Background: an optimization exercise with open tools, aiming at small area. Do not read the settings as production practice.
In this exercise RTL edits were held to simulation tests only and were not proved equivalent to the original.
Power and IR drop assume default switching activity.

## flow/design.v (module list and top-level ports; edited modules follow where they fit)
// module slide_puzzle: 55 lines
// module game: 85 lines
// module hex_decoder: 43 lines
// module bcd_decoder: 43 lines
// module sec_decoder: 43 lines
// module clear: 18 lines
// module countDown: 32 lines
// module gameBoardDatapath: 37 lines
// module gameBoardFSM: 49 lines
// module gameBoardPart2: 28 lines
// module gameStateFSM: 239 lines
// module gameStateDatapath: 118 lines
// module gridDrawer: 33 lines
// module movementCounter: 21 lines
// module drawerCnt: 33 lines
// module glyph: 1703 lines
module slide_puzzle(
	input clk,
	input resetn,
	input [3: 0] KEY,
	output [7: 0] x,
	output [6: 0] y,
	output [2: 0] colour,
	output [6: 0] HEX0,
	output [6: 0] HEX1,
	output [6: 0] HEX2,
	output [6: 0] HEX3,
	output [6: 0] HEX4,
	output [6: 0] HEX5
);
  // ...
==> flow/flow/run.sh <==
#!/bin/bash
# Layout flow: the standard flow, with one step added after synthesis and
# one setting changed.
# - After the standard synthesis (standard.sh synth, unchanged), the
#   combinational logic of its netlist is re-mapped by ABC with an
#   area-oriented script (abc_area.abc); every register instance keeps its
#   name and cell. resynth.py proves the result equivalent to the standard
#   netlist (Yosys, registers paired by name) before it replaces it.
# - The port buffers are buf_1 cells.
# The layout steps are standard.sh's. Each tool's output is in its own log.
set -euo pipefail
WORK=$(pwd)
RES=$WORK/orfs/results/$FLOW_PLATFORM/slide_puzzle/base
LIB=$FLOW_HOME/platforms/$FLOW_PLATFORM/lib/sky130_fd_sc_hd__tt_025C_1v80.lib

# 1. the standard synthesis
bash $WORK/standard.sh synth > $WORK/synth.log 2>&1
cp $RES/1_2_yosys.v $WORK/standard_netlist.v

# 2. re-map the logic; the new netlist replaces the standard one (make then
#    rebuilds 1_synth.odb from it)
python3 $WORK/flow/resynth.py $WORK/standard_netlist.v $WORK/resynth.v $LIB $WORK/flow/abc_area.abc $WORK > $WORK/resynth_py.log 2>&1
cp $WORK/resynth.v $RES/1_2_yosys.v
touch $RES/1_2_yosys.v

# 3. layout
export BUFFER_PORTS_ARGS="-buffer_cell sky130_fd_sc_hd__buf_1"
bash $WORK/standard.sh > $WORK/layout.log 2>&1
==> flow/flow/abc_area.abc <==
strash
&get -n
&deepsyn -T 300
&put
dch -f
amap
strash
dch -f
amap
==> flow/flow/resynth.py <==
#!/usr/bin/env python3
"""Re-maps the combinational logic of bench's standard synthesis netlist with
ABC (abc_area.abc), keeping every register instance (name, cell, pins) as the
standard synthesis made it, then proves the new netlist equivalent to the
standard one with Yosys (registers paired by instance name). Writes the new
netlist only when the proof succeeds.

usage: resynth.py STANDARD_NETLIST OUT_NETLIST LIBERTY ABC_SCRIPT WORKDIR"""
import re, subprocess, sys, os

std, out, lib, abc, work = sys.argv[1:6]
src = open(std).read()
cells = sorted(set(re.findall(r"\b(sky130_fd_sc_hd__\w+)\s+\S+\s*\(", src)))
seq = [c for c in cells if re.match(r"sky130_fd_sc_hd__(sed|ed|sd|d)f\w*$|sky130_fd_sc_hd__dl[xr]\w*$|\w*dlclkp\w*$", c)]
assert seq, "no registers found"

new = os.path.join(work, "resynth_all.v")
ys = os.path.join(work, "resynth.ys")
open(ys, "w").write(f"""
read_liberty -ignore_miss_func {lib}
read_verilog {std}
hierarchy -top slide_puzzle
setattr -mod -set keep_hierarchy 1 {' '.join(seq)}
flatten
select -module slide_puzzle
opt_clean
abc -script {abc} -liberty {lib} -dont_use *probe* -dont_use *lpflow*
opt_clean -purge
hilomap -singleton -hicell sky130_fd_sc_hd__conb_1 HI -locell sky130_fd_sc_hd__conb_1 LO
insbuf -buf sky130_fd_sc_hd__buf_1 A X
opt_clean -purge
select -clear
blackbox {' '.join(seq)}
stat -liberty {lib}
write_verilog -noattr -nohex -nodec {new}
""")
subprocess.run(["yosys", "-s", ys], check=True, stdout=open(os.path.join(work, "resynth.log"), "w"), stderr=subprocess.STDOUT)

# the same register instances, each in the same cell
reg = re.compile(r"\b(sky130_fd_sc_hd__\w+)\s+(\S+)\s*\(")
def regs(text):
    return sorted((n, c) for c, n in reg.findall(text) if c in seq)
got = open(new).read()
assert regs(got) == regs(src), "registers differ from the standard synthesis"
assert "assign" not in got, "netlist has assign statements"

eq = os.path.join(work, "equiv.ys")
open(eq, "w").write(f"""
read_liberty -ignore_miss_func {lib}
read_verilog {std}
rename slide_puzzle gold
read_verilog {new}
rename slide_puzzle gate
flatten gold gate
opt_clean
equiv_make gold gate eq
hierarchy -top eq
equiv_simple
equiv_status -assert
""")
subprocess.run(["yosys", "-s", eq], check=True, stdout=open(os.path.join(work, "equiv.log"), "w"), stderr=subprocess.STDOUT)
os.replace(new, out)
print("resynthesized netlist written to", out)
==> flow/standard.sh <==
#!/bin/bash
# synth_recipe.tcl (not shown) runs the flow's synth.tcl, then flattens the netlist and writes it again
# the make line also repeats each setting of config.mk as NAME=value (left out here)
make -C /OpenROAD-flow-scripts/flow DESIGN_CONFIG=/design/flow/config.mk WORK_HOME=/design/flow/orfs CLKGATE_MAP_FILE= SYNTH_SCRIPT=/design/flow/synth_recipe.tcl "${@:-finish}"
==> flow/config.mk <==
export PLATFORM = sky130hd
export DESIGN_NAME = slide_puzzle
export DESIGN_NICKNAME = slide_puzzle
export VERILOG_FILES = /design/flow/design.v
export SDC_FILE = /design/flow/constraint.sdc
export NUM_CORES = 8
export LEC_CHECK = 0
export ABC_AREA = 1
export CAP_MARGIN = 20
export CORE_MARGIN = 2
export CORE_UTILIZATION = 40
export CTS_BUF_LIST = sky130_fd_sc_hd__clkbuf_8
export CTS_CLUSTER_DIAMETER = 110
export CTS_CLUSTER_SIZE = 14
export SLEW_MARGIN = 20
==> flow/constraint.sdc <==
create_clock -name core_clock -period 20.0 [get_ports {clk}]
set_input_delay 4.0000 -clock core_clock [delete_from_list [all_inputs] [get_ports {clk}]]
set_output_delay 4.0000 -clock core_clock [all_outputs]
set_load 0.01 [all_outputs]
==> flow_summary.ini, run 1 <==
[hold_path]
hp-class = reg -> reg
hold_depth = 0

[cells_and_area]
clock_buffers = 42
diodes = 1
regMostFlops = g0.g1.d0.blockState
multi_input_gates = 2309
n_all_buffers = 93

[cts]
cts.htree.levels = 2
cts_buffer_depth = 3
cts_sinks = 476
cts_root_buffer = clkbuf_8
clk_pin_slew_ns = 0.09
cts-hold-fix-buffers = 0

[global_routing]
grt_antenna_before_repair = 1
grt_pass1_vias = 21040

[logic_synthesis]
netlist_area_um2 = 23210
yosysWarnings = 14
syn_area_per_cell_um2 = 7.238
synth_fp_nets = 3213

[critical_path]
worstSetupPathType = reg -> out
critPathTopFamily = compound AO/OA/AOI/OAI gates
cp_max_fo = 30
crit_start = g0.g0.drawHARD
cp_num_buf_inv = 10
r2r.worst_path.cells = 15
r2r-start = g0.g1.f0.moveFrom[1]

[timing]
drv_slew = 0
slew_headroom = 0.3467
period_share = 0.8312
setup_viol = 0
fin_ws_ns = 3.377

[placed_design]
gp_congestion = 1.027
post-place-ws_ns = 4.513
postPlaceCellArea_um2 = 24660

[power_and_ir_drop]
powerDensity_nw_per_um2 = 61.11
seq_power_mw = 0.961
power.group.top = sequential cells
p_int_mw = 1.164

[floorplan]
rows = 88
n_tap_cell = 765
start_util = 0.4031

[run_status]
outcome = no timing/DRC/antenna violations

[routing]
wl_met3_mm = 4.903
==> module drawerCnt, before the edit <==
module drawerCnt(clk, resetn, enable, last, state);
	input clk, resetn, enable;
	output last;  
	output [66: 0] state;
	reg [4: 0] t32;
	reg [4: 0] t25;
	reg [3: 0] b;
	reg [2: 0] k7;
	reg [5: 0] k51;
	reg [6: 0] k111;
	reg [7: 0] k141;
	reg [6: 0] k81;
	reg [6: 0] k101;
	reg [6: 0] k121;
	reg [7: 0] k131;
	assign last = (t32[2:0] == 3'd7) && (t25 == 5'd24);
	wire endc = enable & last;
	always @(posedge clk)
	begin
		t32 <= (resetn == 1'b0) ? 5'd0 : t32 + enable;
		t25 <= (resetn == 1'b0 || (enable && t25 == 5'd24)) ? 5'd0 : t25 + enable;
		b <= (resetn == 1'b0) ? 4'd0 : b + endc;
		k7 <= (resetn == 1'b0 || (enable && k7 == 3'd6)) ? 3'd0 : k7 + enable;
		k51 <= (resetn == 1'b0 || (enable && k51 == 6'd50)) ? 6'd0 : k51 + enable;
		k111 <= (resetn == 1'b0 || (enable && k111 == 7'd110)) ? 7'd0 : k111 + enable;
		k141 <= (resetn == 1'b0 || (enable && k141 == 8'd140)) ? 8'd0 : k141 + enable;
		k81 <= (resetn == 1'b0 || (enable && k81 == 7'd80)) ? 7'd0 : k81 + enable;
		k101 <= (resetn == 1'b0 || (enable && k101 == 7'd100)) ? 7'd0 : k101 + enable;
		k121 <= (resetn == 1'b0 || (enable && k121 == 7'd120)) ? 7'd0 : k121 + enable;
		k131 <= (resetn == 1'b0 || (enable && k131 == 8'd130)) ? 8'd0 : k131 + enable;
	end
	assign state = {k131, k121, k101, k81, k141, k111, k51, k7, b, t25, t32};
endmodule
==> inputs of run 2 (changes only) <==
==> flow/design.v (replaced) <==
module slide_puzzle(
	input clk,
	input resetn,
	input [3: 0] KEY,
	output [7: 0] x,
	output [6: 0] y,
	output [2: 0] colour,
	output [6: 0] HEX0,
	output [6: 0] HEX1,
	output [6: 0] HEX2,
	output [6: 0] HEX3,
	output [6: 0] HEX4,
	output [6: 0] HEX5
);
	wire ifInGame, ifGameOver, ifWin;
	wire [3: 0] minute, sec1, sec0, cnt1, cnt0;
	wire [5: 0] cnt2;
	reg [2: 0] go;
	always @(posedge clk)
	begin
		if (KEY[3] == 1'b0)
			go <= 3'b001;
		else if (KEY[2] == 1'b0)
			go <= 3'b010;
		else if (KEY[1] == 1'b0)
			go <= 3'b011;
		else if (KEY[0] == 1'b0)
			go <= 3'b100;
		else
			go <= 3'b000;
	end
	game g0(
		.clk(clk),
		.resetn(resetn),
		.go(go),
		.xOut(x),
		.yOut(y),
		.colourOut(colour),
		.minuteOut(minute),
		.sec1(sec1),
		.sec0(sec0),
		.cnt2(cnt2),
		.cnt1(cnt1),
		.cnt0(cnt0),
		.ifInGame(ifInGame),
		.ifGameOver(ifGameOver),
		.ifWin(ifWin)
	);
	bcd_decoder h0(.hex_digit(sec0), .segments(HEX0), .ifInGame(ifInGame), .ifGameOver(ifGameOver), .ifWin(ifWin), .hexID(3'b000));
	sec_decoder h1(.hex_digit(sec1), .segments(HEX1), .ifInGame(ifInGame), .ifGameOver(ifGameOver), .ifWin(ifWin), .hexID(3'b001));
	bcd_decoder h2(.hex_digit(minute), .segments(HEX2), .ifInGame(ifInGame), .ifGameOver(ifGameOver), .ifWin(ifWin), .hexID(3'b010));
	bcd_decoder h3(.hex_digit(cnt0), .segments(HEX3), .ifInGame(ifInGame), .ifGameOver(ifGameOver), .ifWin(ifWin), .hexID(3'b011));
	bcd_decoder h4(.hex_digit(cnt1), .segments(HEX4), .ifInGame(ifInGame), .ifGameOver(ifGameOver), .ifWin(ifWin), .hexID(3'b100));
	hex_decoder h5(.hex_digit(cnt2[3:0]), .segments(HEX5), .ifInGame(ifInGame), .ifGameOver(ifGameOver), .ifWin(ifWin), .hexID(3'b101));
endmodule
module game(
	input clk,
	input resetn,
	input [2: 0] go,
	output [7: 0] xOut,
	output [6: 0] yOut,
	output [2: 0] colourOut,
	output [3: 0] minuteOut,
	output [3: 0] sec1,
	output [3: 0] sec0,
	output [5: 0] cnt2,
	output [3: 0] cnt1,
	output [3: 0] cnt0,
	output ifInGame,
	output ifGameOver,
	output ifWin
);
	wire gameOver, drawGrid, drawEZ, drawHARD, drawNORMAL, drawNum, clear, inGame;
	assign ifInGame = inGame;
	assign ifGameOver = gameOver;
	wire [63: 0] blockState;
	wire [1: 0] lvl;
	wire gameBoardReset = resetn & inGame;
	wire ifLose = (sec1 == 4'd0) && (sec0 == 4'd0) && (minuteOut == 4'd0);
	movementCounter m0(
		.clk(clk),
		.resetn(gameBoardReset),
		.go(go),
		.c2(cnt2),
		.c1(cnt1),
		.c0(cnt0)
	);
	countDown c0(
		.clk(clk),
		.resetn(gameBoardReset),
		.lvl(lvl),
		.minuteOut(minuteOut),
		.s1(sec1),
		.s0(sec0)
	);
	gameStateFSM g0(
		.clk(clk),
		.resetn(resetn),
		.go(go),
		.win(ifWin),
		.lose(ifLose),
		.drawGrid(drawGrid),
		.drawEZ(drawEZ),
		.drawNORMAL(drawNORMAL),
		.drawHARD(drawHARD),
		.inGame(inGame),
		.drawNum(drawNum),
		.gameOver(gameOver),
		.clear(clear)
	);
	gameStateDatapath d0(
		.clk(clk),
		.resetn(resetn),
		.drawGrid(drawGrid),
		.drawEZ(drawEZ),
		.drawNORMAL(drawNORMAL),
		.drawHARD(drawHARD),
		.drawNum(drawNum),
		.clear(clear),
		.numbers(blockState),
		.colorOut(colourOut),
		.xOut(xOut),
		.yOut(yOut),
		.lvl(lvl)
	);
	wire [63: 0] initialGameBoard =
		(lvl == 2'd1) ? 64'b0000_1011_1110_1101_1111_1100_1010_1001_1000_0111_0110_0101_0100_0011_0010_0001 :
		(lvl == 2'd2) ? 64'b0000_1011_1110_1101_1111_0111_1010_1001_1100_0110_0101_0001_1000_0100_0011_0010 :
		(lvl == 2'd3) ? 64'b0000_0101_1010_1110_1111_0010_0011_1101_0100_1100_1000_0110_1001_0111_1011_0001 :
		64'd0;
	gameBoardPart2 g1(
		.clk(clk),
		.resetn(gameBoardReset),
		.initialGameBoard(initialGameBoard),
		.go(go),
		.initialState({1'b0, (lvl != 2'd0), 4'b0000}),
		.ifWin(ifWin),
		.blockState(blockState)
	);
endmodule
module hex_decoder(hex_digit, segments, ifInGame, ifGameOver, ifWin, hexID);
	input [3:0] hex_digit;
	input ifGameOver, ifInGame, ifWin;
	input [2:0] hexID;
	output reg [6:0] segments;
	wire A = hex_digit[3], B = hex_digit[2], C = hex_digit[1], D = hex_digit[0];
	wire [6:0] on;  
	assign on[0] = (~A & B & D) | (~A & C) | (A & ~B & ~C) | (A & ~D) | (~B & ~D) | (B & C);
	assign on[1] = (~A & ~B) | (~A & ~C & ~D) | (~A & C & D) | (A & ~C & D) | (~B & ~D);
	assign on[2] = (~A & B) | (~A & ~C) | (~A & D) | (A & ~B) | (~C & D);
	assign on[3] = (~A & ~B & ~D) | (A & ~C & ~D) | (~B & C & D) | (B & ~C & D) | (B & C & ~D);
	assign on[4] = (A & B) | (A & C) | (~B & ~D) | (C & ~D);
	assign on[5] = (~A & B & ~C) | (A & ~B) | (A & C) | (B & ~D) | (~C & ~D);
	assign on[6] = (~A & B & ~C) | (A & ~B) | (A & D) | (~B & C) | (C & ~D);
	always @(*)
		if (ifInGame == 1'b1)
			segments = ~on;
		else if (ifGameOver == 1'b1)
		begin
			if (ifWin == 1'b1)
			begin
				case(hexID)
					3'b000: segments = 7'b010_0001;
					3'b001: segments = 7'b010_0011;
					3'b010: segments = 7'b010_0011;
					3'b011: segments = 7'b001_1000;
					default: segments = 7'h7f;
				endcase
			end
			else
			begin
				case(hexID)
					3'b000: segments = 7'b000_0110;
					3'b001: segments = 7'b001_0010;
					3'b010: segments = 7'b100_0000;
					3'b011: segments = 7'b100_0111;
					default: segments = 7'h7f;
				endcase
			end
		end
		else
			segments = 7'h7f;
endmodule
module bcd_decoder(hex_digit, segments, ifInGame, ifGameOver, ifWin, hexID);
	input [3:0] hex_digit;
	input ifGameOver, ifInGame, ifWin;
	input [2:0] hexID;
	output reg [6:0] segments;
	wire A = hex_digit[3], B = hex_digit[2], C = hex_digit[1], D = hex_digit[0];
	wire [6:0] on;  
	assign on[0] = A | (~B & ~D) | (B & D) | C;
	assign on[1] = ~B | (~C & ~D) | (C & D);
	assign on[2] = B | ~C | D;
	assign on[3] = (~B & C) | (~B & ~D) | (B & ~C & D) | (C & ~D);
	assign on[4] = (~B & ~D) | (C & ~D);
	assign on[5] = A | (B & ~C) | (B & ~D) | (~C & ~D);
	assign on[6] = A | (~B & C) | (B & ~C) | (B & ~D);
	always @(*)
		if (ifInGame == 1'b1)
			segments = ~on;
		else if (ifGameOver == 1'b1)
		begin
			if (ifWin == 1'b1)
			begin
				case(hexID)
					3'b000: segments = 7'b010_0001;
					3'b001: segments = 7'b010_0011;
					3'b010: segments = 7'b010_0011;
					3'b011: segments = 7'b001_1000;
					default: segments = 7'h7f;
				endcase
			end
			else
			begin
				case(hexID)
					3'b000: segments = 7'b000_0110;
					3'b001: segments = 7'b001_0010;
					3'b010: segments = 7'b100_0000;
					3'b011: segments = 7'b100_0111;
					default: segments = 7'h7f;
				endcase
			end
		end
		else
			segments = 7'h7f;
endmodule
module sec_decoder(hex_digit, segments, ifInGame, ifGameOver, ifWin, hexID);
	input [3:0] hex_digit;
	input ifGameOver, ifInGame, ifWin;
	input [2:0] hexID;
	output reg [6:0] segments;
	wire A = hex_digit[3], B = hex_digit[2], C = hex_digit[1], D = hex_digit[0];
	wire [6:0] on;  
	assign on[0] = (~B & ~D) | (B & D) | C;
	assign on[1] = ~B | ~D;
	assign on[2] = ~C | D;
	assign on[3] = (~B & ~D) | (B & D) | C;
	assign on[4] = (~B & ~D);
	assign on[5] = B | (~C & ~D);
	assign on[6] = B | C;
	always @(*)
		if (ifInGame == 1'b1)
			segments = ~on;
		else if (ifGameOver == 1'b1)
		begin
			if (ifWin == 1'b1)
			begin
				case(hexID)
					3'b000: segments = 7'b010_0001;
					3'b001: segments = 7'b010_0011;
					3'b010: segments = 7'b010_0011;
					3'b011: segments = 7'b001_1000;
					default: segments = 7'h7f;
				endcase
			end
			else
			begin
				case(hexID)
					3'b000: segments = 7'b000_0110;
					3'b001: segments = 7'b001_0010;
					3'b010: segments = 7'b100_0000;
					3'b011: segments = 7'b100_0111;
					default: segments = 7'h7f;
				endcase
			end
		end
		else
			segments = 7'h7f;
endmodule
module clear(clk, enable, resetn, colorOut, xOut, yOut);
	input clk, enable, resetn;
	output [2: 0] colorOut;
	output [7: 0] xOut;
	output [6: 0] yOut;
	reg [6:0] x;  
	reg [6:0] y;
	wire endY = enable & (y == 7'd116);
	wire endX = endY & (x == 7'd116);
	always @(posedge clk)
	begin
		y <= (resetn == 1'b0 || endY) ? 7'd0 : y + enable;
		x <= (resetn == 1'b0 || endX) ? 7'd0 : x + endY;
	end
	assign xOut = {1'b0, x};
	assign yOut = y;
	assign colorOut = 3'b000;
endmodule
module countDown(clk, resetn, lvl, minuteOut, s1, s0);
	input clk, resetn;
	input [1: 0] lvl;
	output reg [3: 0] minuteOut;
	output [3: 0] s1;  
	output reg [3: 0] s0;  
	reg [9: 0] cnt;
	reg [2: 0] s1r;
	assign s1 = {1'b0, s1r};
	wire tick = (cnt == 10'd690);
	wire secLeft = (s1r != 3'd0) || (s0 != 4'd0);
	wire dec0 = tick & secLeft;                           
	wire dec1 = dec0 & (s0 == 4'd0);                      
	wire decM = tick & ~secLeft & (minuteOut != 4'd0);    
	always @(posedge clk)
	begin
		if (resetn == 1'b0)
			begin
				cnt <= 10'd0;
				minuteOut <= (lvl == 2'd1) ? 4'd9 : (lvl == 2'd2) ? 4'd5 : (lvl == 2'd3) ? 4'd2 : 4'd0;
				s1r <= (lvl != 2'd0) ? 3'd5 : 3'd0;
				s0 <= (lvl != 2'd0) ? 4'd9 : 4'd0;
			end
		else
			begin
				cnt <= tick ? 10'd0 : {cnt[8:0], ~(cnt[9] ^ cnt[6])};
				s0 <= ({4{decM | dec1}} & 4'd9) | ({4{dec0 & ~dec1}} & (s0 - 1'b1)) | ({4{~decM & ~dec0}} & s0);
				s1r <= decM ? 3'd5 : s1r - dec1;
				minuteOut <= minuteOut - decM;
			end
	end
endmodule
module gameBoardDatapath(
	input clk,
	input resetn,
	input [4: 0] moveTo,
	input [4: 0] moveFrom,
	input [63: 0] initialGameBoard,
	output ifWin,
	output reg [63: 0] blockState  
);
	wire [15: 0] fromSel, toSel;
	genvar i;
	generate
		for (i = 0; i < 16; i = i + 1)
		begin : sel
			assign fromSel[i] = (moveFrom == i + 1);
			assign toSel[i] = (moveTo == i + 1);
		end
	endgenerate
	reg [3: 0] tile;
	integer j;
	always @(*)
	begin
		tile = 4'd0;
		for (j = 0; j < 16; j = j + 1)
			tile = tile | (blockState[j*4 +: 4] & {4{fromSel[j]}});
	end
	wire move = (tile != 4'd0);
	reg [63: 0] nextState;
	integer k;
	always @(*)
		for (k = 0; k < 16; k = k + 1)
			nextState[k*4 +: 4] = ({4{~(move & (fromSel[k] | toSel[k]))}} & blockState[k*4 +: 4]) |
				({4{move & ~fromSel[k] & toSel[k]}} & tile);
	always @(posedge clk)
		blockState <= resetn ? nextState : initialGameBoard;
	assign ifWin = (blockState[59:0] == 60'hfedcba987654321);
endmodule
module gameBoardFSM(
	input clk,
	input resetn,
	input [2: 0] go,   
	input [5: 0] initialState,  
	output reg [4: 0] moveTo,
	output reg [4: 0] moveFrom
	);
	reg [5: 0] current_state, next_state, last_state, last_last_state;
	wire isPos = (current_state >= 6'd1) && (current_state <= 6'd16);
	wire isWait = (current_state >= 6'd17) && (current_state <= 6'd32);
	wire [3: 0] p = current_state[3:0] - 1'b1;  
	reg [3: 0] q;
	always @(*)
	begin
		case (go)
			3'b001: q = (p[3:2] != 2'd3) ? p + 4'd4 : p;  
			3'b010: q = (p[3:2] != 2'd0) ? p - 4'd4 : p;  
			3'b011: q = (p[1:0] != 2'd3) ? p + 4'd1 : p;  
			default: q = (p[1:0] != 2'd0) ? p - 4'd1 : p;  
		endcase
	end
	wire turn = isPos && (go >= 3'b001) && (go <= 3'b100);
	wire [5: 0] waitNext = (go != 3'b000) ? current_state : current_state - 6'd16;
	always @(posedge clk)
		next_state <= ({6{turn}} & (6'd17 + q)) | ({6{isPos & ~turn}} & next_state) |
			({6{isWait}} & waitNext) | ({6{~isPos & ~isWait}} & initialState);
	always @(posedge clk)
	begin
		moveFrom <= current_state[4: 0];
		moveTo <= last_last_state[4: 0];
	end
	wire moved = (current_state != next_state);
	always @(posedge clk)
	begin
		if (!resetn)
			begin
				current_state <= initialState;
				last_state <= initialState;
				last_last_state <= initialState;
			end
		else
			begin
				last_state <= ({6{moved}} & current_state) | ({6{~moved}} & last_state);
				last_last_state <= ({6{moved}} & last_state) | ({6{~moved}} & last_last_state);
				current_state <= next_state;
			end
	end
endmodule
module gameBoardPart2(
	input clk,
    input resetn,
	input [63: 0] initialGameBoard,
	input [2: 0] go,   
	input [5: 0] initialState,  
	output ifWin,
	output [63: 0] blockState
);
	wire [4: 0] moveTo, moveFrom;
	gameBoardFSM f0(
		.clk(clk),
		.resetn(resetn),
		.go(go),
		.initialState(initialState),
		.moveTo(moveTo),
		.moveFrom(moveFrom)
	);
	gameBoardDatapath d0(
		.clk(clk),
		.resetn(resetn),
		.moveTo(moveTo),
		.moveFrom(moveFrom),
		.initialGameBoard(initialGameBoard),
		.ifWin(ifWin),
		.blockState(blockState)
	);
endmodule
module gameStateFSM(
    input clk,
    input resetn,
    input [2: 0] go,
	input win, lose,
	output reg drawGrid, drawEZ, drawNORMAL, drawHARD, inGame, drawNum, gameOver, clear
);
	reg [3: 0] current_state, next_state;
	reg [7:0] counter;
	reg [3:0] slc;  
	reg [2:0] stc;  
	reg chg;  
	reg nGrid, nEZ, nNORMAL, nHARD, nInGame, nNum, nOver, nClear;
    localparam DRAW_GRID_WAIT = 4'd0,
					DRAW_GRID = 4'd1,
					SELECT = 4'd2,
					DRAW_EZ_WAIT = 4'd3,
					DRAW_EZ = 4'd4,
					DRAW_NORMAL_WAIT = 4'd5,
					DRAW_NORMAL = 4'd6,
					DRAW_HARD_WAIT = 4'd7,
					DRAW_HARD = 4'd8,
					GAME_START = 4'd9,
					IN_GAME = 4'd10,
					DRAW_NUM_WAIT = 4'd11,
					DRAW_NUM = 4'd12,
					GAME_OVER = 4'd13,
					CLEAR_WAIT = 4'd14,
					CLEAR = 4'd15;
	always @(posedge clk)
	begin
		if (resetn == 0 || chg)
			begin
				counter <= 0;
				slc <= 0;
				stc <= 0;
			end
		else
			begin
				if (counter == 8'd200 && slc != 4'd15)
					begin
						counter <= 0;
						slc <= slc + 1;
					end
				else if (counter == 8'd200 && slc == 4'd15)
					begin
						counter <= 0;
						slc <= 0;
						stc <= stc + 1;
					end
				else
					begin
						counter <= counter + 1;
					end
			end
	end
	always@(posedge clk)
   begin
		case (current_state)
			DRAW_GRID_WAIT: next_state <= DRAW_GRID;
			DRAW_GRID:
				begin
					if (stc == 3'd1 && inGame == 0)
						next_state <= SELECT;
					else if (stc == 3'd1 && inGame == 1)
						next_state <= DRAW_NUM_WAIT;
					else
						next_state <= DRAW_GRID;
				end
			SELECT:
				begin
					if (go == 3'b001)
						begin
							next_state <= DRAW_EZ_WAIT;
						end
					else if (go == 3'b010)
						begin
							next_state <= DRAW_NORMAL_WAIT;
						end
					else if (go == 3'b100)
						begin
							next_state <= DRAW_HARD_WAIT;
						end
					else
						next_state <= SELECT;						
				end
			DRAW_EZ_WAIT: next_state <= DRAW_EZ;
			DRAW_EZ:
				begin
					if (stc == 3'd1)
						next_state <= GAME_START;
					else
						next_state <= DRAW_EZ;
				end
			DRAW_NORMAL_WAIT: next_state <= DRAW_NORMAL;
			DRAW_NORMAL:
				begin
					if (stc == 3'd1)
						next_state <= GAME_START;
					else
						next_state <= DRAW_NORMAL;
				end
			DRAW_HARD_WAIT: next_state <= DRAW_HARD;
			DRAW_HARD:
				begin
					if (stc == 3'd1)
						next_state <= GAME_START;
					else
						next_state <= DRAW_HARD;
				end
			GAME_START:
				begin
					if (go == 3'b000)
						next_state <= IN_GAME;
					else
						next_state <= GAME_START;
				end
			IN_GAME: 
				begin
					if (win == 1 || lose == 1)
						next_state <= GAME_OVER;
					else if (go != 3'b000)
						next_state <= CLEAR_WAIT;
					else
						next_state <= IN_GAME;
				end
			DRAW_NUM_WAIT: next_state <= DRAW_NUM;
			DRAW_NUM:
				begin
					if (stc == 3'd1 && go == 3'b000)
						next_state <= IN_GAME;
					else
						next_state <= DRAW_NUM;
				end
			GAME_OVER:
				begin
					if (go != 3'b000)
						begin
							next_state <= CLEAR_WAIT;
						end
					else
						next_state <= GAME_OVER;
				end
			CLEAR_WAIT: next_state <= (go != 3'b000) ? CLEAR_WAIT : CLEAR; 
			CLEAR:
				begin
					if (stc == 3'd5)
						begin
							next_state <= DRAW_GRID_WAIT;
						end
					else
						next_state <= CLEAR;
				end
		endcase
	end
	always@(posedge clk)
		begin
			if(!resetn)
				current_state <= CLEAR;
			else
				current_state <= next_state;
		end
	always @(*)
		begin
			{nGrid, nEZ, nNORMAL, nHARD, nInGame, nNum, nOver, nClear} =
				{drawGrid, drawEZ, drawNORMAL, drawHARD, inGame, drawNum, gameOver, clear};
			if (resetn == 0)
				begin
					nGrid = 1'b0;
					nEZ = 1'b0;
					nNORMAL = 1'b0;
					nHARD = 1'b0;
					nInGame = 1'b0;
					nNum = 1'b0;
					nOver = 1'b0;
					nClear = 1'b0;
				end
			else
				begin
					case (current_state)
						DRAW_GRID_WAIT:
							begin
								nClear = 1'b0;
								nGrid = 1'b1;
							end
						SELECT:
							begin
								nGrid = 1'b0;
							end
						DRAW_EZ_WAIT:
							begin
								nEZ = 1'b1;
							end
						DRAW_NORMAL_WAIT:
							begin
								nNORMAL = 1'b1;
							end
						DRAW_HARD_WAIT:
							begin
								nHARD = 1'b1;
							end
						GAME_START:
							begin
								nEZ = 1'b0;
								nNORMAL = 1'b0;
								nHARD = 1'b0;
							end
						IN_GAME:
							begin
								nInGame = 1'b1;
								nNum = 1'b0;
							end
						DRAW_NUM_WAIT:
							begin
								nGrid = 1'b0;
								nNum = 1'b1;
							end
						GAME_OVER:
							begin
								nInGame = 1'b0;
								nOver = 1'b1;
							end
						CLEAR:
							begin
								nNum = 1'b0;
								nOver = 1'b0;
								nClear = 1'b1;
							end
				endcase
			end
		end
	always @(posedge clk)
		begin
			{drawGrid, drawEZ, drawNORMAL, drawHARD, inGame, drawNum, gameOver, clear} <=
				{nGrid, nEZ, nNORMAL, nHARD, nInGame, nNum, nOver, nClear};
			chg <= {nGrid, nEZ, nNORMAL, nHARD, nInGame, nNum, nClear} !=
				{drawGrid, drawEZ, drawNORMAL, drawHARD, inGame, drawNum, clear};
		end
endmodule
module gameStateDatapath(
	input clk, resetn,
	input drawGrid, drawEZ, drawNORMAL, drawHARD, drawNum, clear,
	input [63:0] numbers,
	output reg [2:0] colorOut,
	output reg [7:0] xOut,
	output reg [6:0] yOut,
	output reg [1:0] lvl  
	);
	wire [7: 0] gridXOut, clearXOut, numXOut;
	wire [6: 0] gridYOut, clearYOut, numYOut;
	wire [2: 0] gridColor, clearColor;
	gridDrawer g0(
		.clk(clk),
		.enable(drawGrid),
		.resetn(resetn),
		.colorOut(gridColor),
		.xOut(gridXOut),
		.yOut(gridYOut)
	);
	clear c0(
		.clk(clk),
		.enable(clear),
		.resetn(resetn),
		.colorOut(clearColor),
		.xOut(clearXOut),
		.yOut(clearYOut)
	);
	wire [60: 0] sEZ, sNORMAL, sHARD, sNum;
	wire lEZ, lNORMAL, lHARD, lNum;  
	drawerCnt d0(.clk(clk), .resetn(resetn), .enable(drawEZ), .last(lEZ), .state(sEZ));
	drawerCnt d1(.clk(clk), .resetn(resetn), .enable(drawNORMAL), .last(lNORMAL), .state(sNORMAL));
	drawerCnt d2(.clk(clk), .resetn(resetn), .enable(drawHARD), .last(lHARD), .state(sHARD));
	drawerCnt d3(.clk(clk), .resetn(resetn), .enable(drawNum), .last(lNum), .state(sNum));
	reg fEZ, fNORMAL, fHARD;
	reg [3: 0] numNum;
	wire [3: 0] bNext = sNum[11:8] + 1'b1;
	always @(posedge clk)
	begin
		if (resetn == 1'b0)
			begin
				fEZ <= 1'b0;
				fNORMAL <= 1'b0;
				fHARD <= 1'b0;
				numNum <= 4'd0;
			end
		else
			begin
				if (drawEZ && lEZ)
					fEZ <= 1'b1;
				if (drawNORMAL && lNORMAL)
					fNORMAL <= 1'b1;
				if (drawHARD && lHARD)
					fHARD <= 1'b1;
				if (drawNum && lNum)
					numNum <= numbers[bNext*4 +: 4];
			end
	end
	localparam [63: 0] EZ = 64'b0000_1011_1110_1101_1111_1100_1010_1001_1000_0111_0110_0101_0100_0011_0010_0001;
	localparam [63: 0] NORMAL = 64'b0000_1011_1110_1101_1111_0111_1010_1001_1100_0110_0101_0001_1000_0100_0011_0010;
	localparam [63: 0] HARD = 64'b0000_0101_1010_1110_1111_0010_0011_1101_0100_1100_1000_0110_1001_0111_1011_0001;
	wire pEZ = drawEZ;
	wire pNORMAL = ~drawEZ & drawNORMAL;
	wire pHARD = ~drawEZ & ~drawNORMAL & drawHARD;
	wire pNum = ~drawEZ & ~drawNORMAL & ~drawHARD;
	wire [60: 0] sSel = ({61{pEZ}} & sEZ) | ({61{pNORMAL}} & sNORMAL) | ({61{pHARD}} & sHARD) | ({61{pNum}} & sNum);
	wire [3: 0] bSel = sSel[11:8];
	wire [3: 0] numSel = ({4{pEZ & fEZ}} & EZ[bSel*4 +: 4]) | ({4{pNORMAL & fNORMAL}} & NORMAL[bSel*4 +: 4]) |
		({4{pHARD & fHARD}} & HARD[bSel*4 +: 4]) | ({4{pNum}} & numNum);
	glyph u0(.s(sSel), .number(numSel), .xOut(numXOut), .yOut(numYOut));
	always@(*)
	begin
		if (resetn == 0)
			begin
				xOut = 8'd0;
				yOut = 7'd0;
				colorOut = 3'd0;
			end
		else if (drawGrid == 1'b1)
			begin
				xOut = gridXOut;
				yOut = gridYOut;
				colorOut = gridColor;
			end
		else if (drawEZ | drawNORMAL | drawHARD | drawNum)
			begin
				xOut = numXOut;
				yOut = numYOut;
				colorOut = 3'b111;
			end
		else if (clear == 1'b1)
			begin
				xOut = clearXOut;
				yOut = clearYOut;
				colorOut = clearColor;
			end
		else
			begin
				xOut = 8'd0;
				yOut = 7'd0;
				colorOut = 3'b111;
			end
	end
	always@(posedge clk)
	begin
		if (resetn == 0)
			lvl <= 2'd0;
		else if (drawGrid == 1'b1)
			begin
			end
		else if (drawEZ == 1'b1)
			lvl <= 2'd1;
		else if (drawNORMAL == 1'b1)
			lvl <= 2'd2;
		else if (drawHARD == 1'b1)
			lvl <= 2'd3;
	end
endmodule
module gridDrawer(clk, enable, resetn, colorOut, xOut, yOut);
	input clk, enable, resetn;
	output [2: 0] colorOut;
	output [7: 0] xOut;
	output [6: 0] yOut;
	reg [2: 0] line;   
	reg [6: 0] pix;    
	reg [6: 0] slow;   
	reg slowerClk;
	always @(posedge clk)
	begin
		if (resetn == 1'b0)
			line <= 3'd0;
		else if (enable == 1'b1)
			line <= (line == 3'd4) ? 3'd0 : line + 1'b1;
		if (resetn == 1'b0 || pix >= 7'd116)
			pix <= 7'd0;
		else if (enable == 1'b1)
			pix <= pix + 1'b1;
		if (resetn == 1'b0 || slow >= 7'd127)
			slow <= 7'd0;
		else if (enable == 1'b1)
			slow <= slow + 1'b1;
		if (resetn == 1'b0)
			slowerClk <= 1'b0;
		else if (slow == 7'd0)
			slowerClk <= ~slowerClk;
	end
	wire [6: 0] pos = {line, 4'b0000} + {line, 3'b000} + {line, 2'b00} + line;  
	assign xOut = (slowerClk == 1'b0) ? {1'b0, pix} : {1'b0, pos};
	assign yOut = (slowerClk == 1'b0) ? pos : pix;
	assign colorOut = 3'b111;
endmodule
module movementCounter(clk, resetn, go, c2, c1, c0);
	input clk, resetn;
	input [2: 0] go;
	output reg [5: 0] c2;
	output reg [3: 0] c1;
	output reg [3: 0] c0;
	reg pressed;  
	wire press = (go != 3'b000) && !pressed;
	wire zero = (resetn == 1'b0) || (c2 == 6'd40 && c1 == 4'd9 && c0 == 4'd5);
	wire up0 = press & ~zero;
	wire up1 = up0 & (c0 == 4'd9);
	wire up2 = up1 & (c1 == 4'd9);
	wire clr = press & zero;
	always @(posedge clk)
	begin
		pressed <= (go != 3'b000);
		c0 <= {4{~clr}} & (up0 ? ((c0 == 4'd9) ? 4'd0 : c0 + 1'b1) : c0);
		c1 <= {4{~clr}} & (up1 ? ((c1 == 4'd9) ? 4'd0 : c1 + 1'b1) : c1);
		c2 <= {6{~clr}} & (c2 + up2);
	end
endmodule
module drawerCnt(clk, resetn, enable, last, state);
	input clk, resetn, enable;
	output last;  
	output [60: 0] state;
	reg [2: 0] t8;
	reg [4: 0] t25;
	reg [3: 0] b;
	reg [2: 0] k7;
	reg [1: 0] r3;
	reg [4: 0] q17;
	reg [4: 0] q27;
	reg [5: 0] q37;
	reg [5: 0] q47;
	reg [6: 0] k101;
	reg [6: 0] k121;
	reg [7: 0] k131;
	assign last = (t8 == 3'd7) && (t25 == 5'd24);
	wire endc = enable & last;
	wire e3 = enable & (r3 == 2'd2);  
	always @(posedge clk)
	begin
		t8 <= (resetn == 1'b0) ? 3'd0 : t8 + enable;
		b <= (resetn == 1'b0) ? 4'd0 : b + endc;
		t25 <= (resetn == 1'b0 || (enable && t25 == 5'd24)) ? 5'd0 : t25 + enable;
		k7 <= (resetn == 1'b0 || (enable && k7 == 3'd6)) ? 3'd0 : k7 + enable;
		r3 <= (resetn == 1'b0 || (enable && r3 == 2'd2)) ? 2'd0 : r3 + enable;
		k101 <= (resetn == 1'b0 || (enable && k101 == 7'd100)) ? 7'd0 : k101 + enable;
		k121 <= (resetn == 1'b0 || (enable && k121 == 7'd120)) ? 7'd0 : k121 + enable;
		k131 <= (resetn == 1'b0 || (enable && k131 == 8'd130)) ? 8'd0 : k131 + enable;
		q17 <= (resetn == 1'b0 || (e3 && q17 == 5'd16)) ? 5'd0 : q17 + e3;
		q27 <= (resetn == 1'b0 || (e3 && q27 == 5'd26)) ? 5'd0 : q27 + e3;
		q37 <= (resetn == 1'b0 || (e3 && q37 == 6'd36)) ? 6'd0 : q37 + e3;
		q47 <= (resetn == 1'b0 || (e3 && q47 == 6'd46)) ? 6'd0 : q47 + e3;
	end
	assign state = {k131, k121, k101, q47, q37, q27, q17, r3, k7, b, t25, t8};
endmodule
module glyph(s, number, xOut, yOut);
	input [60: 0] s;
	input [3: 0] number;
	output [7: 0] xOut;
	output [6: 0] yOut;
	wire [2: 0] t8 = s[2:0];
	wire [4: 0] t25 = s[7:3];
	wire [3: 0] b = s[11:8];
	wire [2: 0] k7 = s[14:12];
	wire [1: 0] r3 = s[16:15];
	wire [4: 0] q17 = s[21:17];
	wire [4: 0] q27 = s[26:22];
	wire [5: 0] q37 = s[32:27];
	wire [5: 0] q47 = s[38:33];
	wire [6: 0] k101 = s[45:39];
	wire [6: 0] k121 = s[52:46];
	wire [7: 0] k131 = s[60:53];
	wire [5: 0] x51 = {q17, 1'b0} + q17 + r3;
	wire [6: 0] x81 = {q27, 1'b0} + q27 + r3;
	wire [6: 0] x111 = {q37, 1'b0} + q37 + r3;
	wire [7: 0] x141 = {q47, 1'b0} + q47 + r3;
	reg [2: 0] ld;
	always @(*)
	begin
		case (number)
			4'd2: ld = (k101 > 7'd20) + (k101 > 7'd40) + (k101 > 7'd60) + (k101 > 7'd80);
			4'd3: ld = (k101 > 7'd20) + (k101 > 7'd40) + (k101 > 7'd60);
			4'd4: ld = (x81 > 7'd20) + (x81 > 7'd40);
			4'd5: ld = (k101 > 7'd20) + (k101 > 7'd40) + (k101 > 7'd60) + (k101 > 7'd80);
			4'd6: ld = (x111 > 7'd20) + (x111 > 7'd40) + (x111 > 7'd60) + (x111 > 7'd90);
			4'd7: ld = (x51 > 6'd20);
			4'd8: ld = (k121 > 7'd20) + (k121 > 7'd40) + (k121 > 7'd60) + (k121 > 7'd90);
			4'd9: ld = (x111 > 7'd20) + (x111 > 7'd40) + (x111 > 7'd60) + (x111 > 7'd80);
			4'd10: ld = (x141 > 8'd20) + (x141 > 8'd40) + (x141 > 8'd80) + (x141 > 8'd110);
			4'd11: ld = (x81 > 7'd40);
			4'd12: ld = (x141 > 8'd20) + (x141 > 8'd40) + (x141 > 8'd60) + (x141 > 8'd100) + (x141 > 8'd120);
			4'd13: ld = (k131 > 8'd20) + (k131 > 8'd40) + (k131 > 8'd60) + (k131 > 8'd100);
			4'd14: ld = (k121 > 7'd20) + (k121 > 7'd60) + (k121 > 7'd80);
			4'd15: ld = (x141 > 8'd20) + (x141 > 8'd40) + (x141 > 8'd60) + (x141 > 8'd100) + (x141 > 8'd120);
			default: ld = 3'd0;
		endcase
	end
	reg h;
	reg [4: 0] x0, y0;
	reg [2: 0] d;
	always @(*)
	begin
		case ({number, ld})
			{4'd1, 3'd0}: begin h = 1'b0; x0 = 5'd14; y0 = 5'd7; d = 3'd6; end
			{4'd2, 3'd0}: begin h = 1'b1; x0 = 5'd11; y0 = 5'd7; d = 3'd3; end
			{4'd2, 3'd1}: begin h = 1'b1; x0 = 5'd11; y0 = 5'd14; d = 3'd3; end
			{4'd2, 3'd2}: begin h = 1'b1; x0 = 5'd11; y0 = 5'd21; d = 3'd3; end
			{4'd2, 3'd3}: begin h = 1'b0; x0 = 5'd17; y0 = 5'd9; d = 3'd0; end
			{4'd2, 3'd4}: begin h = 1'b0; x0 = 5'd11; y0 = 5'd16; d = 3'd0; end
			{4'd3, 3'd0}: begin h = 1'b1; x0 = 5'd11; y0 = 5'd7; d = 3'd1; end
			{4'd3, 3'd1}: begin h = 1'b1; x0 = 5'd11; y0 = 5'd14; d = 3'd1; end
			{4'd3, 3'd2}: begin h = 1'b1; x0 = 5'd11; y0 = 5'd21; d = 3'd1; end
			{4'd3, 3'd3}: begin h = 1'b0; x0 = 5'd17; y0 = 5'd7; d = 3'd6; end
			{4'd4, 3'd0}: begin h = 1'b1; x0 = 5'd11; y0 = 5'd14; d = 3'd1; end
			{4'd4, 3'd1}: begin h = 1'b0; x0 = 5'd11; y0 = 5'd7; d = 3'd2; end
			{4'd4, 3'd2}: begin h = 1'b0; x0 = 5'd17; y0 = 5'd7; d = 3'd6; end
			{4'd5, 3'd0}: begin h = 1'b1; x0 = 5'd11; y0 = 5'd7; d = 3'd3; end
			{4'd5, 3'd1}: begin h = 1'b1; x0 = 5'd11; y0 = 5'd14; d = 3'd3; end
			{4'd5, 3'd2}: begin h = 1'b1; x0 = 5'd11; y0 = 5'd21; d = 3'd3; end
			{4'd5, 3'd3}: begin h = 1'b0; x0 = 5'd11; y0 = 5'd9; d = 3'd0; end
			{4'd5, 3'd4}: begin h = 1'b0; x0 = 5'd17; y0 = 5'd16; d = 3'd0; end
			{4'd6, 3'd0}: begin h = 1'b1; x0 = 5'd11; y0 = 5'd7; d = 3'd3; end
			{4'd6, 3'd1}: begin h = 1'b1; x0 = 5'd11; y0 = 5'd14; d = 3'd3; end
			{4'd6, 3'd2}: begin h = 1'b1; x0 = 5'd11; y0 = 5'd21; d = 3'd3; end
			{4'd6, 3'd3}: begin h = 1'b0; x0 = 5'd11; y0 = 5'd9; d = 3'd4; end
			{4'd6, 3'd4}: begin h = 1'b0; x0 = 5'd17; y0 = 5'd16; d = 3'd0; end
			{4'd7, 3'd0}: begin h = 1'b1; x0 = 5'd11; y0 = 5'd7; d = 3'd3; end
			{4'd7, 3'd1}: begin h = 1'b0; x0 = 5'd17; y0 = 5'd9; d = 3'd5; end
			{4'd8, 3'd0}: begin h = 1'b1; x0 = 5'd11; y0 = 5'd7; d = 3'd3; end
			{4'd8, 3'd1}: begin h = 1'b1; x0 = 5'd11; y0 = 5'd14; d = 3'd3; end
			{4'd8, 3'd2}: begin h = 1'b1; x0 = 5'd11; y0 = 5'd21; d = 3'd3; end
			{4'd8, 3'd3}: begin h = 1'b0; x0 = 5'd11; y0 = 5'd9; d = 3'd4; end
			{4'd8, 3'd4}: begin h = 1'b0; x0 = 5'd17; y0 = 5'd9; d = 3'd4; end
			{4'd9, 3'd0}: begin h = 1'b1; x0 = 5'd11; y0 = 5'd7; d = 3'd3; end
			{4'd9, 3'd1}: begin h = 1'b1; x0 = 5'd11; y0 = 5'd14; d = 3'd3; end
			{4'd9, 3'd2}: begin h = 1'b1; x0 = 5'd11; y0 = 5'd21; d = 3'd3; end
			{4'd9, 3'd3}: begin h = 1'b0; x0 = 5'd11; y0 = 5'd9; d = 3'd0; end
			{4'd9, 3'd4}: begin h = 1'b0; x0 = 5'd17; y0 = 5'd9; d = 3'd4; end
			{4'd10, 3'd0}: begin h = 1'b1; x0 = 5'd17; y0 = 5'd7; d = 3'd3; end
			{4'd10, 3'd1}: begin h = 1'b1; x0 = 5'd17; y0 = 5'd21; d = 3'd3; end
			{4'd10, 3'd2}: begin h = 1'b0; x0 = 5'd8; y0 = 5'd7; d = 3'd6; end
			{4'd10, 3'd3}: begin h = 1'b0; x0 = 5'd17; y0 = 5'd9; d = 3'd4; end
			{4'd10, 3'd4}: begin h = 1'b0; x0 = 5'd23; y0 = 5'd9; d = 3'd4; end
			{4'd11, 3'd0}: begin h = 1'b0; x0 = 5'd8; y0 = 5'd7; d = 3'd6; end
			{4'd11, 3'd1}: begin h = 1'b0; x0 = 5'd20; y0 = 5'd7; d = 3'd6; end
			{4'd12, 3'd0}: begin h = 1'b1; x0 = 5'd17; y0 = 5'd7; d = 3'd3; end
			{4'd12, 3'd1}: begin h = 1'b1; x0 = 5'd17; y0 = 5'd14; d = 3'd3; end
			{4'd12, 3'd2}: begin h = 1'b1; x0 = 5'd17; y0 = 5'd21; d = 3'd3; end
			{4'd12, 3'd3}: begin h = 1'b0; x0 = 5'd8; y0 = 5'd7; d = 3'd6; end
			{4'd12, 3'd4}: begin h = 1'b0; x0 = 5'd23; y0 = 5'd9; d = 3'd0; end
			{4'd12, 3'd5}: begin h = 1'b0; x0 = 5'd17; y0 = 5'd16; d = 3'd0; end
			{4'd13, 3'd0}: begin h = 1'b1; x0 = 5'd17; y0 = 5'd7; d = 3'd3; end
			{4'd13, 3'd1}: begin h = 1'b1; x0 = 5'd17; y0 = 5'd14; d = 3'd3; end
			{4'd13, 3'd2}: begin h = 1'b1; x0 = 5'd17; y0 = 5'd21; d = 3'd3; end
			{4'd13, 3'd3}: begin h = 1'b0; x0 = 5'd8; y0 = 5'd7; d = 3'd6; end
			{4'd13, 3'd4}: begin h = 1'b0; x0 = 5'd23; y0 = 5'd9; d = 3'd4; end
			{4'd14, 3'd0}: begin h = 1'b1; x0 = 5'd17; y0 = 5'd14; d = 3'd1; end
			{4'd14, 3'd1}: begin h = 1'b0; x0 = 5'd8; y0 = 5'd7; d = 3'd6; end
			{4'd14, 3'd2}: begin h = 1'b0; x0 = 5'd17; y0 = 5'd7; d = 3'd2; end
			{4'd14, 3'd3}: begin h = 1'b0; x0 = 5'd23; y0 = 5'd7; d = 3'd6; end
			{4'd15, 3'd0}: begin h = 1'b1; x0 = 5'd17; y0 = 5'd7; d = 3'd3; end
			{4'd15, 3'd1}: begin h = 1'b1; x0 = 5'd17; y0 = 5'd14; d = 3'd3; end
			{4'd15, 3'd2}: begin h = 1'b1; x0 = 5'd17; y0 = 5'd21; d = 3'd3; end
			{4'd15, 3'd3}: begin h = 1'b0; x0 = 5'd8; y0 = 5'd7; d = 3'd6; end
			{4'd15, 3'd4}: begin h = 1'b0; x0 = 5'd17; y0 = 5'd9; d = 3'd0; end
			{4'd15, 3'd5}: begin h = 1'b0; x0 = 5'd23; y0 = 5'd16; d = 3'd0; end
			default: begin h = 1'b0; x0 = 5'd0; y0 = 5'd0; d = 3'd0; end
		endcase
	end
	reg [1: 0] c43;
	always @(*)
	begin
		case ({t25, t8})
			8'd0: c43 = 2'd0;
			8'd1: c43 = 2'd3;
			8'd2: c43 = 2'd2;
			8'd3: c43 = 2'd1;
			8'd4: c43 = 2'd0;
			8'd5: c43 = 2'd3;
			8'd6: c43 = 2'd2;
			8'd7: c43 = 2'd1;
			8'd8: c43 = 2'd2;
			8'd9: c43 = 2'd0;
			8'd10: c43 = 2'd3;
			8'd11: c43 = 2'd2;
			8'd12: c43 = 2'd1;
			8'd13: c43 = 2'd0;
			8'd14: c43 = 2'd3;
			8'd15: c43 = 2'd2;
			8'd16: c43 = 2'd3;
			8'd17: c43 = 2'd2;
			8'd18: c43 = 2'd0;
			8'd19: c43 = 2'd3;
			8'd20: c43 = 2'd2;
			8'd21: c43 = 2'd1;
			8'd22: c43 = 2'd0;
			8'd23: c43 = 2'd3;
			8'd24: c43 = 2'd0;
			8'd25: c43 = 2'd3;
			8'd26: c43 = 2'd2;
			8'd27: c43 = 2'd0;
			8'd28: c43 = 2'd3;
			8'd29: c43 = 2'd2;
			8'd30: c43 = 2'd1;
			8'd31: c43 = 2'd0;
			8'd32: c43 = 2'd1;
			8'd33: c43 = 2'd0;
			8'd34: c43 = 2'd3;
			8'd35: c43 = 2'd2;
			8'd36: c43 = 2'd0;
			8'd37: c43 = 2'd3;
			8'd38: c43 = 2'd2;
			8'd39: c43 = 2'd1;
			8'd40: c43 = 2'd2;
			8'd41: c43 = 2'd1;
			8'd42: c43 = 2'd0;
			8'd43: c43 = 2'd3;
			8'd44: c43 = 2'd2;
			8'd45: c43 = 2'd0;
			8'd46: c43 = 2'd3;
			8'd47: c43 = 2'd2;
			8'd48: c43 = 2'd3;
			8'd49: c43 = 2'd2;
			8'd50: c43 = 2'd1;
			8'd51: c43 = 2'd0;
			8'd52: c43 = 2'd3;
			8'd53: c43 = 2'd2;
			8'd54: c43 = 2'd0;
			8'd55: c43 = 2'd3;
			8'd56: c43 = 2'd0;
			8'd57: c43 = 2'd3;
			8'd58: c43 = 2'd2;
			8'd59: c43 = 2'd1;
			8'd60: c43 = 2'd0;
			8'd61: c43 = 2'd3;
			8'd62: c43 = 2'd2;
			8'd63: c43 = 2'd0;
			8'd64: c43 = 2'd1;
			8'd65: c43 = 2'd0;
			8'd66: c43 = 2'd3;
			8'd67: c43 = 2'd2;
			8'd68: c43 = 2'd1;
			8'd69: c43 = 2'd0;
			8'd70: c43 = 2'd3;
			8'd71: c43 = 2'd2;
			8'd72: c43 = 2'd3;
			8'd73: c43 = 2'd1;
			8'd74: c43 = 2'd0;
			8'd75: c43 = 2'd3;
			8'd76: c43 = 2'd2;
			8'd77: c43 = 2'd1;
			8'd78: c43 = 2'd0;
			8'd79: c43 = 2'd3;
			8'd80: c43 = 2'd0;
			8'd81: c43 = 2'd3;
			8'd82: c43 = 2'd1;
			8'd83: c43 = 2'd0;
			8'd84: c43 = 2'd3;
			8'd85: c43 = 2'd2;
			8'd86: c43 = 2'd1;
			8'd87: c43 = 2'd0;
			8'd88: c43 = 2'd1;
			8'd89: c43 = 2'd0;
			8'd90: c43 = 2'd3;
			8'd91: c43 = 2'd1;
			8'd92: c43 = 2'd0;
			8'd93: c43 = 2'd3;
			8'd94: c43 = 2'd2;
			8'd95: c43 = 2'd1;
			8'd96: c43 = 2'd2;
			8'd97: c43 = 2'd1;
			8'd98: c43 = 2'd0;
			8'd99: c43 = 2'd3;
			8'd100: c43 = 2'd1;
			8'd101: c43 = 2'd0;
			8'd102: c43 = 2'd3;
			8'd103: c43 = 2'd2;
			8'd104: c43 = 2'd3;
			8'd105: c43 = 2'd2;
			8'd106: c43 = 2'd1;
			8'd107: c43 = 2'd0;
			8'd108: c43 = 2'd3;
			8'd109: c43 = 2'd1;
			8'd110: c43 = 2'd0;
			8'd111: c43 = 2'd3;
			8'd112: c43 = 2'd0;
			8'd113: c43 = 2'd3;
			8'd114: c43 = 2'd2;
			8'd115: c43 = 2'd1;
			8'd116: c43 = 2'd0;
			8'd117: c43 = 2'd3;
			8'd118: c43 = 2'd1;
			8'd119: c43 = 2'd0;
			8'd120: c43 = 2'd1;
			8'd121: c43 = 2'd0;
			8'd122: c43 = 2'd3;
			8'd123: c43 = 2'd2;
			8'd124: c43 = 2'd1;
			8'd125: c43 = 2'd0;
			8'd126: c43 = 2'd3;
			8'd127: c43 = 2'd1;
			8'd128: c43 = 2'd2;
			8'd129: c43 = 2'd1;
			8'd130: c43 = 2'd0;
			8'd131: c43 = 2'd3;
			8'd132: c43 = 2'd2;
			8'd133: c43 = 2'd1;
			8'd134: c43 = 2'd0;
			8'd135: c43 = 2'd3;
			8'd136: c43 = 2'd0;
			8'd137: c43 = 2'd2;
			8'd138: c43 = 2'd1;
			8'd139: c43 = 2'd0;
			8'd140: c43 = 2'd3;
			8'd141: c43 = 2'd2;
			8'd142: c43 = 2'd1;
			8'd143: c43 = 2'd0;
			8'd144: c43 = 2'd1;
			8'd145: c43 = 2'd0;
			8'd146: c43 = 2'd2;
			8'd147: c43 = 2'd1;
			8'd148: c43 = 2'd0;
			8'd149: c43 = 2'd3;
			8'd150: c43 = 2'd2;
			8'd151: c43 = 2'd1;
			8'd152: c43 = 2'd2;
			8'd153: c43 = 2'd1;
			8'd154: c43 = 2'd0;
			8'd155: c43 = 2'd2;
			8'd156: c43 = 2'd1;
			8'd157: c43 = 2'd0;
			8'd158: c43 = 2'd3;
			8'd159: c43 = 2'd2;
			8'd160: c43 = 2'd3;
			8'd161: c43 = 2'd2;
			8'd162: c43 = 2'd1;
			8'd163: c43 = 2'd0;
			8'd164: c43 = 2'd2;
			8'd165: c43 = 2'd1;
			8'd166: c43 = 2'd0;
			8'd167: c43 = 2'd3;
			8'd168: c43 = 2'd0;
			8'd169: c43 = 2'd3;
			8'd170: c43 = 2'd2;
			8'd171: c43 = 2'd1;
			8'd172: c43 = 2'd0;
			8'd173: c43 = 2'd2;
			8'd174: c43 = 2'd1;
			8'd175: c43 = 2'd0;
			8'd176: c43 = 2'd1;
			8'd177: c43 = 2'd0;
			8'd178: c43 = 2'd3;
			8'd179: c43 = 2'd2;
			8'd180: c43 = 2'd1;
			8'd181: c43 = 2'd0;
			8'd182: c43 = 2'd2;
			8'd183: c43 = 2'd1;
			8'd184: c43 = 2'd2;
			8'd185: c43 = 2'd1;
			8'd186: c43 = 2'd0;
			8'd187: c43 = 2'd3;
			8'd188: c43 = 2'd2;
			8'd189: c43 = 2'd1;
			8'd190: c43 = 2'd0;
			8'd191: c43 = 2'd2;
			8'd192: c43 = 2'd3;
			8'd193: c43 = 2'd2;
			8'd194: c43 = 2'd1;
			8'd195: c43 = 2'd0;
			8'd196: c43 = 2'd3;
			8'd197: c43 = 2'd2;
			8'd198: c43 = 2'd1;
			8'd199: c43 = 2'd0;
			default: c43 = 2'd0;
		endcase
	end
	wire [4: 0] t32 = {c43 + b[1:0], t8};
	reg [2: 0] t5;
	always @(*)
	begin
		case (t25)
			5'd0: t5 = 3'd0;
			5'd1: t5 = 3'd1;
			5'd2: t5 = 3'd2;
			5'd3: t5 = 3'd3;
			5'd4: t5 = 3'd4;
			5'd5: t5 = 3'd0;
			5'd6: t5 = 3'd1;
			5'd7: t5 = 3'd2;
			5'd8: t5 = 3'd3;
			5'd9: t5 = 3'd4;
			5'd10: t5 = 3'd0;
			5'd11: t5 = 3'd1;
			5'd12: t5 = 3'd2;
			5'd13: t5 = 3'd3;
			5'd14: t5 = 3'd4;
			5'd15: t5 = 3'd0;
			5'd16: t5 = 3'd1;
			5'd17: t5 = 3'd2;
			5'd18: t5 = 3'd3;
			5'd19: t5 = 3'd4;
			5'd20: t5 = 3'd0;
			5'd21: t5 = 3'd1;
			5'd22: t5 = 3'd2;
			5'd23: t5 = 3'd3;
			5'd24: t5 = 3'd4;
			default: t5 = 3'd0;
		endcase
	end
	wire [3: 0] ph4 = {t5[0] ^ t32[0], t5};
	reg [3: 0] ph5;
	always @(*)
	begin
		case ({r3, t32[1:0]})
			4'd0: ph5 = 4'd0;
			4'd1: ph5 = 4'd11;
			4'd2: ph5 = 4'd8;
			4'd3: ph5 = 4'd3;
			4'd4: ph5 = 4'd4;
			4'd5: ph5 = 4'd1;
			4'd6: ph5 = 4'd12;
			4'd7: ph5 = 4'd9;
			4'd8: ph5 = 4'd10;
			4'd9: ph5 = 4'd5;
			4'd10: ph5 = 4'd2;
			4'd11: ph5 = 4'd13;
			default: ph5 = 4'd0;
		endcase
	end
	reg [4: 0] ph11;
	always @(*)
	begin
		case ({r3, t32[2:0]})
			5'd0: ph11 = 5'd0;
			5'd1: ph11 = 5'd9;
			5'd2: ph11 = 5'd22;
			5'd3: ph11 = 5'd3;
			5'd4: ph11 = 5'd16;
			5'd5: ph11 = 5'd25;
			5'd6: ph11 = 5'd6;
			5'd7: ph11 = 5'd19;
			5'd8: ph11 = 5'd20;
			5'd9: ph11 = 5'd1;
			5'd10: ph11 = 5'd10;
			5'd11: ph11 = 5'd23;
			5'd12: ph11 = 5'd4;
			5'd13: ph11 = 5'd17;
			5'd14: ph11 = 5'd26;
			5'd15: ph11 = 5'd7;
			5'd16: ph11 = 5'd8;
			5'd17: ph11 = 5'd21;
			5'd18: ph11 = 5'd2;
			5'd19: ph11 = 5'd11;
			5'd20: ph11 = 5'd24;
			5'd21: ph11 = 5'd5;
			5'd22: ph11 = 5'd18;
			5'd23: ph11 = 5'd27;
			default: ph11 = 5'd0;
		endcase
	end
	reg [3: 0] ph6;
	always @(*)
	begin
		case ({k7, t32[0]})
			4'd0: ph6 = 4'd0;
			4'd1: ph6 = 4'd8;
			4'd2: ph6 = 4'd9;
			4'd3: ph6 = 4'd1;
			4'd4: ph6 = 4'd2;
			4'd5: ph6 = 4'd10;
			4'd6: ph6 = 4'd11;
			4'd7: ph6 = 4'd3;
			4'd8: ph6 = 4'd4;
			4'd9: ph6 = 4'd12;
			4'd10: ph6 = 4'd13;
			4'd11: ph6 = 4'd5;
			4'd12: ph6 = 4'd6;
			4'd13: ph6 = 4'd14;
			default: ph6 = 4'd0;
		endcase
	end
	reg [4: 0] ph13;
	always @(*)
	begin
		case ({k7, t32[1:0]})
			5'd0: ph13 = 5'd0;
			5'd1: ph13 = 5'd23;
			5'd2: ph13 = 5'd16;
			5'd3: ph13 = 5'd7;
			5'd4: ph13 = 5'd8;
			5'd5: ph13 = 5'd1;
			5'd6: ph13 = 5'd24;
			5'd7: ph13 = 5'd17;
			5'd8: ph13 = 5'd18;
			5'd9: ph13 = 5'd9;
			5'd10: ph13 = 5'd2;
			5'd11: ph13 = 5'd25;
			5'd12: ph13 = 5'd26;
			5'd13: ph13 = 5'd19;
			5'd14: ph13 = 5'd10;
			5'd15: ph13 = 5'd3;
			5'd16: ph13 = 5'd4;
			5'd17: ph13 = 5'd27;
			5'd18: ph13 = 5'd20;
			5'd19: ph13 = 5'd11;
			5'd20: ph13 = 5'd12;
			5'd21: ph13 = 5'd5;
			5'd22: ph13 = 5'd28;
			5'd23: ph13 = 5'd21;
			5'd24: ph13 = 5'd22;
			5'd25: ph13 = 5'd13;
			5'd26: ph13 = 5'd6;
			5'd27: ph13 = 5'd29;
			default: ph13 = 5'd0;
		endcase
	end
	reg [3: 0] m;
	reg t;
	always @(*)
	begin
		case (d)
			3'd0: begin m = {1'b0, ph4[2:0]}; t = ph4[3]; end
			3'd1: begin m = {1'b0, ph5[2:0]}; t = ph5[3]; end
			3'd2: begin m = {1'b0, ph6[2:0]}; t = ph6[3]; end
			3'd3: begin m = {1'b0, t32[2:0]}; t = t32[3]; end
			3'd4: begin m = ph11[3:0]; t = ph11[4]; end
			3'd5: begin m = ph13[3:0]; t = ph13[4]; end
			default: begin m = t32[3:0]; t = t32[4]; end
		endcase
	end
	wire [4: 0] lx = x0 + (h ? {1'b0, m} : {4'd0, t});
	wire [4: 0] ly = y0 + (h ? {4'd0, t} : {1'b0, m});
	wire [6: 0] bx = {b[1:0], 4'b0000} + {b[1:0], 3'b000} + {b[1:0], 2'b00} + b[1:0];  
	wire [6: 0] by = {b[3:2], 4'b0000} + {b[3:2], 3'b000} + {b[3:2], 2'b00} + b[3:2];  
	assign xOut = (number == 4'd0) ? 8'd0 : {1'b0, bx} + lx;
	assign yOut = (number == 4'd0) ? 7'd0 : by + ly;
endmodule
==> flow/flow/abc_area.abc (replaced) <==
strash
&get -n
&deepsyn -T 60
&put
dch -f
amap
--- a/flow/config.mk
+++ b/flow/config.mk
@@ -7,9 +7,10 @@
 export LEC_CHECK = 0
 export ABC_AREA = 1
 export CAP_MARGIN = 20
 export CORE_MARGIN = 2
 export CORE_UTILIZATION = 40
 export CTS_BUF_LIST = sky130_fd_sc_hd__clkbuf_8
 export CTS_CLUSTER_DIAMETER = 110
 export CTS_CLUSTER_SIZE = 14
+export GPL_TIMING_DRIVEN = 0
 export SLEW_MARGIN = 20
==> run 2 against run 1 <==
Effect of this change: final cell count is 3.4% lower; combinational power grew to 6.3 times the previous value; non-clock buffer count is 12 lower; global-route usage is 1.5 points higher; hold slack worse by 0.029 ns; setup slack worse by 1.3 ns; cell area is 3.1% lower; total power is 25% higher; clock-buffer cell count is 1 lower; first-iteration DRC count is 2.1% higher; sequential share of layout area is 0.73 points lower; critical endpoint unchanged; largest cell class unchanged.
==> flow_summary.ini, run 2 <==
[cells_and_area]
fin_util = 0.4440
multiInputGateArea_um2 = 11710
areaGrowthSynthToFinish_pct = 9.321
seq_area_um2 = 9072
regMostFlops = g0.g1.d0.blockState
final_cell_mix = 626 x nor2_1, 453 x clkinv_1, 449 x dfxtp_1
final_common_cell = nor2_1
fillCellCount = 5574
final_net_count = 3226
fin_area_um2 = 24510
largest_register_ffs = 64
reg_top3 = g0.g1.d0.blockState (64), g0.c0.cnt (10)
drive_gt1_frac = 0.02264

[power_and_ir_drop]
p_leak_nw = 7.335
irDropWorstVdd_v = 0.00005473
powerDensity_nw_per_um2 = 79.08
total_power_mw = 1.938

[floorplan]
core_um2 = 55200
rows = 86
die-width_um = 240.7
io_pins = 66
start_util = 0.4061
dieArea_um2 = 57950
die_h_um = 240.7

[critical_path]
crit_required_ns = 16.00
endpoint = x[4]
arrival_ns = 13.87
start_kind = flop
max_stage_delay_ns = 1.01
r2r_end = g0.g1.d0.blockState[54]
r2r.worst_path.cells = 8
worstSetupPathType = reg -> out
worst_setup_path_end_kind = primary output
path_common_cell = o21ai_0
r2r-start = g0.g0.inGame
crit_start = g0.g0.drawNORMAL
cp_max_fo = 19
reg2reg_slack_ns = 14.80
crit_slowest_cell = clkinv_1

[logic_synthesis]
synth_fp_nets = 3108
netlist_area_um2 = 22420
syn_inst = 3102
yosysWarnings = 14
syn_area_per_cell_um2 = 7.227

[timing]
finalHoldViolCount = 0
setup_viol = 0
fmax_ghz = 0.05595
tightestPinTransition_ns = 1.175
fin_skew_ns = 0.03692
slew_headroom = 0.2164
min_period_ns = 17.87
drv_slew = 0
period_share = 0.8937
rsz0062_at_grt = no

[global_routing]
grt_use_total = 0.2537
grt_pass1_vias = 21950
grt_max_degree = 66
grt.overflow.total = 0
grt_antenna_before_repair = 1
grt_pass1_wl_mm = 117.9

[job]
maxCapViolCount = 0

[cts]
cts_sinks = 452
cts-hold-fix-buffers = 0
ctsResizeCount = 0
cts_root_buffer = clkbuf_8
cts_buffer_depth = 3
clk_pin_slew_ns = 0.10
post_cts_buffers = 0
cts_tree = built
clk_latency_ns = 0.64
cts_buffers = 38
cts.htree.levels = 2

[routing]
drt-pass1-iter-count = 8
drt-total-wl_mm = 74.66
drc = 0
via_per_inst = 5.919
wl_per_cell_um = 18.79
drt_iter0_drc = 2384
ant_nets = 0
num_vias = 23520

[hold_path]
hp-class = reg -> reg

[placed_design]
postPlaceCellArea_um2 = 23920
hpwlAfterDp_mm = 55.29
io_buffers = 64
gp_congestion = 0.9387

[run_status]
outcome = no timing/DRC/antenna violations
-- run 2: worst min-delay path by stage --
stage / slack [ns] / start / depth (start not counted) / endpoint
floorplan: 0.32 / flop / 0 / g0.g1.f0.moveTo[4]
global placement: 0.32 / flop / 0 / g0.g1.f0.moveTo[4]
detailed placement: 0.33 / flop / 0 / g0.g1.f0.moveTo[4]
CTS: 0.31 / flop / 0 / g0.g1.f0.moveTo[4]
global route: 0.34 / flop / 0 / g0.g1.f0.moveTo[4]
finish: 0.32 / flop / 0 / g0.g1.f0.moveTo[4]
-- run 2: final cells by class --
type	instances	share of cell area
Tap cell	748	0.03819
Buffer	3	0.0004595
Inverter	455	0.06994
Clock inverter	3	0.0007658
Multi-Input combinational cell	2192	0.4780
Clock buffer	41	0.02303
Antenna cell	1	0.0001021
Timing Repair Buffer	78	0.01935
Sequential cell	452	0.3702
-- run 2: worst max-delay path: cells and delay by family, from the launching register on --
kind                   cells  cell delay [ns]
AND/OR/NAND/NOR           17             4.55
AO/OA/AOI/OAI             18             4.74
buffers and inverters      7             3.10
flip-flops                 1             0.82
-- run 2: metal layers --
metal	global-route usage	part of all wire
met4	0.08156	0.030
met2	0.3963	0.44
met5	0	0
met1	0.3562	0.46
met3	0.04255	0.076
-- run 2: through the flow --
stage          hold slack (ns)  std cells  setup WS, ns  TNS, ns
2_1_floorplan           0.3233       3102         5.042        0
3_3_place_gp            0.3248       3914        -2.255   -22.46
3_5_place_dp            0.3294       3928         3.101        0
4_1_cts                 0.3145       3972         2.398        0
5_1_grt                 0.3403       3973         1.233        0
6_report                0.3185       3973         2.127        0
-- run 2: where the power goes --
part	switching [mW]	internal (mW)	leakage, nW	total [mW]
sequential	0.0685	0.970	3.66	1.04
clock	0.311	0.185	0.311	0.497
combinational	0.284	0.119	3.36	0.403

## re-timing with driven ports
Ports are ideal in the flow. The routed layouts listed here were re-timed in OpenROAD. Step 1 assumes that a clkbuf_16 drives the clock port and a buf_2 every other input. Step 2, shift: input delay + t, output delay - t, t = (earliest + latest rising clock arrival at the registers) / 2. This alone moves slack from input paths to output paths. Slacks: no drivers / after step 1 / after step 2; pairs: no drivers / after step 1.
run | t, ns | setup slack, ns
run 1 | 0.702 | 3.377 / 3.320 / 4.022
run 2 | 0.675 | 2.127 / 2.072 / 2.747
After both steps setup and hold are still met in every run listed.
